Context: an optimization exercise on an open-source flow, tuned for small area and a short achievable clock period. The choices shown serve that exercise and are no tape-out recipe.
In this exercise RTL edits were held to simulation tests only and were not proved equivalent to the original.
Power is estimated from default activity; no workload was simulated.

== the previous run ==
Design top_module, start of the top module:
module top_module(
    input clk,
    input rst,
    input [31:0] instr,
    output [15:0] alu_out,
    output top_out
    );
    reg rst_d;
    reg [31:0] selA1, selB1;
    reg hitA1, hitB1;
    reg [4:0] rd1;
    reg mul1, shl1, xor1, add1, v1;
    reg [15:0] A2, B2;
    reg [7:0] Am2, Bm2;       
    reg [4:0] rd2;
    reg mul2, shl2, xor2, add2, v2;
    reg [15:0] ps3, pc3, pd3;
    reg z3, nz3, v3;
    reg [4:0] rd3;
    reg [15:0] res4, res4w;
    reg z4, v4;
    reg [4:0] rd4;
    assign alu_out = res4;
    assign top_out = z4;
    wire [4:0] ra = instr[4:0];
    wire [4:0] rb = instr[9:5];
    wire [2:0] op = instr[17:15];
    wire hA = v3 && rd3 == ra;
    wire hB = v3 && rd3 == rb;
    wire [15:0] rda, rdb;
    register_file rf1(.clk(clk), .rst_d(rst_d), .we(v4), .wa(rd4), .wd(res4w),
                      .sela(selA1), .selb(selB1), .hita(hitA1), .hitb(hitB1),
                      .byp(res4w), .rda(rda), .rdb(rdb));
    wire [15:0] sh = (|B2[15:4]) ? 16'd0 : (A2 << B2[3:0]);
    wire [15:0] sum = A2 + B2;
  ...
==> module top_module, before the edit <==
module top_module(
    input clk,
    input rst,
    input [31:0] instr,
    output [15:0] alu_out,
    output top_out
    );
    reg rst_d;
    reg [31:0] selA1, selB1;
    reg hitA1, hitB1;
    reg [4:0] rd1;
    reg mul1, shl1, xor1, add1, v1;
    reg [15:0] A2, B2;
    reg [7:0] Am2, Bm2;       
    reg [4:0] rd2;
    reg mul2, shl2, xor2, add2, v2;
    reg [15:0] ps3, pc3, pd3;
    reg z3, nz3, v3;
    reg [4:0] rd3;
    reg [15:0] res4, res4w;
    reg z4, v4;
    reg [4:0] rd4;
    assign alu_out = res4;
    assign top_out = z4;
    wire [4:0] ra = instr[4:0];
    wire [4:0] rb = instr[9:5];
    wire [2:0] op = instr[17:15];
    wire hA = v3 && rd3 == ra;
    wire hB = v3 && rd3 == rb;
    wire [15:0] rda, rdb;
    register_file rf1(.clk(clk), .rst_d(rst_d), .we(v4), .wa(rd4), .wd(res4w),
                      .sela(selA1), .selb(selB1), .hita(hitA1), .hitb(hitB1),
                      .byp(res4w), .rda(rda), .rdb(rdb));
    wire [15:0] sh = (|B2[15:4]) ? 16'd0 : (A2 << B2[3:0]);
    wire [15:0] sum = A2 + B2;
    wire [15:0] x = A2 ^ B2;
    wire [15:0] r2 = (sh & {16{shl2}}) | (x & {16{xor2}}) | (sum & {16{add2}});
    wire zsh = (|B2[15:4]) || ~|(A2 & (16'hffff >> B2[3:0]));
    wire zx = A2 == B2;
    wire zadd = x == {A2[14:0] | B2[14:0], 1'b0};    
    wire zmul = ~|Am2 || ~|Bm2;
    wire z2 = (mul2 && zmul) || (shl2 && zsh) || (xor2 && zx) || (add2 && zadd) ||
              !(mul2 || shl2 || xor2 || add2);
    wire [15:0] pp [0:7];
    genvar j;
    generate
        for (j = 0; j < 8; j = j + 1) begin : g_pp
            assign pp[j] = {8'd0, Am2 & {8{Bm2[j]}}} << j;
        end
    endgenerate
    wire [15:0] s0 = pp[0] ^ pp[1] ^ pp[2];
    wire [15:0] c0 = ((pp[0] & pp[1]) | (pp[0] & pp[2]) | (pp[1] & pp[2])) << 1;
    wire [15:0] s1 = pp[3] ^ pp[4] ^ pp[5];
    wire [15:0] c1 = ((pp[3] & pp[4]) | (pp[3] & pp[5]) | (pp[4] & pp[5])) << 1;
    wire [15:0] s2 = s0 ^ c0 ^ s1;
    wire [15:0] c2 = ((s0 & c0) | (s0 & s1) | (c0 & s1)) << 1;
    wire [15:0] s3 = c1 ^ pp[6] ^ pp[7];
    wire [15:0] c3 = ((c1 & pp[6]) | (c1 & pp[7]) | (pp[6] & pp[7])) << 1;
    wire [15:0] s4 = s2 ^ c2 ^ s3;
    wire [15:0] c4 = ((s2 & c2) | (s2 & s3) | (c2 & s3)) << 1;
    wire [15:0] t5 = ps3 ^ pc3 ^ pd3;
    wire [15:0] c5 = ((ps3 & pc3) | (ps3 & pd3) | (pc3 & pd3)) << 1;
    wire [15:0] res = t5 + c5;
    always @(posedge clk) begin
        rst_d <= rst;
        if (rst) begin
            mul1 <= 1'b0; shl1 <= 1'b0; xor1 <= 1'b0; add1 <= 1'b0; v1 <= 1'b0;
            hitA1 <= 1'b0; hitB1 <= 1'b0;
            Am2 <= 8'd0; Bm2 <= 8'd0;
            mul2 <= 1'b0; shl2 <= 1'b0; xor2 <= 1'b0; add2 <= 1'b0; v2 <= 1'b0;
            z3 <= 1'b1; nz3 <= 1'b0; v3 <= 1'b0;
            res4 <= 16'd0; z4 <= 1'b0; v4 <= 1'b0;
        end else begin
            mul1 <= op == 3'd1; shl1 <= op == 3'd2; xor1 <= op == 3'd3; add1 <= op == 3'd4;
            v1 <= 1'b1;
            hitA1 <= hA; hitB1 <= hB;
            Am2 <= rda[7:0] & {8{mul1}}; Bm2 <= rdb[7:0] & {8{mul1}};
            mul2 <= mul1; shl2 <= shl1; xor2 <= xor1; add2 <= add1; v2 <= v1;
            z3 <= z2; nz3 <= 1'b1; v3 <= v2;
            res4 <= res & {16{nz3}}; z4 <= z3; v4 <= v3;
        end
        selA1 <= (32'd1 << ra) & {32{~hA}};
        selB1 <= (32'd1 << rb) & {32{~hB}};
        rd1 <= instr[14:10];
        A2 <= rda; B2 <= rdb; rd2 <= rd1;
        ps3 <= s4; pc3 <= c4; pd3 <= c3 | r2; rd3 <= rd2;
        res4w <= res; rd4 <= rd3;
    end
endmodule
Settings: LEC_CHECK=0, CAP_MARGIN=20, CORE_MARGIN=2, CORE_UTILIZATION=40, CTS_BUF_LIST=sky130_fd_sc_hd__clkbuf_16, CTS_CLUSTER_DIAMETER=80, CTS_CLUSTER_SIZE=22, PLACE_DENSITY=0.6, SETUP_SLACK_MARGIN=2.8, SLEW_MARGIN=20; clock period 5.0 ns.
run.sh (not shown) runs the stock make flow with config.mk's settings and CLKGATE_MAP_FILE= SYNTH_SCRIPT=/design/flow/synth_recipe.tcl, a recipe that flattens the netlist after the stock synthesis.
> inputs changed (the previous run -> the current run)
==> flow/design.v, changed modules only <==
module top_module(
    input clk,
    input rst,
    input [31:0] instr,
    output [15:0] alu_out,
    output top_out
    );
    reg rst_d;
    reg [31:0] selA1, selB1;
    reg hitA1, hitB1;
    reg [4:0] rd1;
    reg mul1, shl1, xor1, add1, v1;
    reg [15:0] A2, B2;
    reg [7:0] Am2, Bm2;       
    reg [4:0] rd2;
    reg mul2, shl2, xor2, add2, v2;
    reg [15:0] ps3, pc3, pd3;
    reg z3, v3;
    reg [4:0] rd3;
    reg [15:0] res4;
    reg ok4, z4, v4;
    reg [4:0] rd4;
    assign alu_out = res4 & {16{ok4}};
    assign top_out = z4;
    wire [4:0] ra = instr[4:0];
    wire [4:0] rb = instr[9:5];
    wire [2:0] op = instr[17:15];
    wire hA = v3 && rd3 == ra;
    wire hB = v3 && rd3 == rb;
    wire [15:0] rda, rdb;
    register_file rf1(.clk(clk), .rst_d(rst_d), .we(v4), .wa(rd4), .wd(res4),
                      .sela(selA1), .selb(selB1), .hita(hitA1), .hitb(hitB1),
                      .byp(res4), .rda(rda), .rdb(rdb));
    wire [15:0] sh = (|B2[15:4]) ? 16'd0 : (A2 << B2[3:0]);
    wire [15:0] sum = A2 + B2;
    wire [15:0] x = A2 ^ B2;
    wire [15:0] r2 = (sh & {16{shl2}}) | (x & {16{xor2}}) | (sum & {16{add2}});
    wire zsh = (|B2[15:4]) || ~|(A2 & (16'hffff >> B2[3:0]));
    wire zx = A2 == B2;
    wire zadd = x == {A2[14:0] | B2[14:0], 1'b0};    
    wire zmul = ~|Am2 || ~|Bm2;
    wire z2 = (mul2 && zmul) || (shl2 && zsh) || (xor2 && zx) || (add2 && zadd) ||
              !(mul2 || shl2 || xor2 || add2);
    wire [15:0] pp [0:7];
    genvar j;
    generate
        for (j = 0; j < 8; j = j + 1) begin : g_pp
            assign pp[j] = {8'd0, Am2 & {8{Bm2[j]}}} << j;
        end
    endgenerate
    wire [15:0] s0 = pp[0] ^ pp[1] ^ pp[2];
    wire [15:0] c0 = ((pp[0] & pp[1]) | (pp[0] & pp[2]) | (pp[1] & pp[2])) << 1;
    wire [15:0] s1 = pp[3] ^ pp[4] ^ pp[5];
    wire [15:0] c1 = ((pp[3] & pp[4]) | (pp[3] & pp[5]) | (pp[4] & pp[5])) << 1;
    wire [15:0] s2 = s0 ^ c0 ^ s1;
    wire [15:0] c2 = ((s0 & c0) | (s0 & s1) | (c0 & s1)) << 1;
    wire [15:0] s3 = c1 ^ pp[6] ^ pp[7];
    wire [15:0] c3 = ((c1 & pp[6]) | (c1 & pp[7]) | (pp[6] & pp[7])) << 1;
    wire [15:0] s4 = s2 ^ c2 ^ s3;
    wire [15:0] c4 = ((s2 & c2) | (s2 & s3) | (c2 & s3)) << 1;
    wire [15:0] t5 = ps3 ^ pc3 ^ pd3;
    wire [15:0] c5 = ((ps3 & pc3) | (ps3 & pd3) | (pc3 & pd3)) << 1;
    wire [15:0] res = t5 + c5;
    always @(posedge clk) begin
        rst_d <= rst;
        if (rst) begin
            mul1 <= 1'b0; shl1 <= 1'b0; xor1 <= 1'b0; add1 <= 1'b0; v1 <= 1'b0;
            hitA1 <= 1'b0; hitB1 <= 1'b0;
            Am2 <= 8'd0; Bm2 <= 8'd0;
            mul2 <= 1'b0; shl2 <= 1'b0; xor2 <= 1'b0; add2 <= 1'b0; v2 <= 1'b0;
            z3 <= 1'b1; v3 <= 1'b0;
            z4 <= 1'b0; v4 <= 1'b0;
        end else begin
            mul1 <= op == 3'd1; shl1 <= op == 3'd2; xor1 <= op == 3'd3; add1 <= op == 3'd4;
            v1 <= 1'b1;
            hitA1 <= hA; hitB1 <= hB;
            Am2 <= rda[7:0] & {8{mul1}}; Bm2 <= rdb[7:0] & {8{mul1}};
            mul2 <= mul1; shl2 <= shl1; xor2 <= xor1; add2 <= add1; v2 <= v1;
            z3 <= z2; v3 <= v2;
            z4 <= z3; v4 <= v3;
        end
        selA1 <= (32'd1 << ra) & {32{~hA}};
        selB1 <= (32'd1 << rb) & {32{~hB}};
        rd1 <= instr[14:10];
        A2 <= rda; B2 <= rdb; rd2 <= rd1;
        ps3 <= s4; pc3 <= c4; pd3 <= c3 | r2; rd3 <= rd2;
        res4 <= res; ok4 <= ~rst && ~rst_d; rd4 <= rd3;
    end
endmodule
Findings:
Between the previous run and the current run, combinational cell fraction of total power is higher for the current run, the previous run comes in under that. The current run vs the previous run: internal power down. On switching power as a share of total power, the previous run and the current run are neck and neck. Diff the previous run and the current run: placer congestion estimate higher in the current run. Adder and majority cell fraction of the synthesized area: the previous run vs the current run — no meaningful difference. Multi-input logic area: the current run vs the previous run down about 1.8%. Of the previous run and the current run, the current run shows the lower fraction of area in registers, with the previous run above it. Design area | the current run below the previous run. Against the previous run, routed wire length in the current run fell slightly. Looking at maximum vdd ir drop across the previous run and the current run, the one that comes out lower is the previous run. Flip-flop and latch count ended up about 2% lower on the current run than on the previous run. Instance count on the critical path up 1 in the current run wrt the previous run. From the previous run to the current run the numbers moved as follows: total power fell by about 2%, final critical-path setup slack moved down.

port drivers added, routing unchanged:
How much do the figures lean on ideal ports? The routed layouts below were timed once more, with nothing changed but the port constraints.
Step 1: set_driving_cell puts a clkbuf_16 on clk and a buf_2 on each other input, an assumption about the parent block.
Step 2 adds t to the input delays and takes it off the output delays; t is the mean of the earliest and latest rising clock arrival at the registers after step 1. Input paths then give back, and output paths get back, about the clock's delay inside the block.
a / b / c = ideal ports / drivers / drivers and shift; a / b = the first two.
run | t, ns | setup WS [ns] | worst hold slack (ns) | latest minus earliest clock arrival (ns) | worst slew at a driven data input, ns
the previous run | 0.676 | 2.494 / 2.494 / 2.321 | 0.329 / 0.329 / 0.329 | 0.050 / 0.051 | 0.04
the current run | 0.669 | 2.280 / 2.280 / 2.280 | 0.331 / 0.331 / 0.331 | 0.046 / 0.047 | 0.05
After both steps setup and hold are still met in every run listed. The setup slack of the previous run, which loses most, moves by 0.000 ns with the drivers and by -0.173 ns with both steps.
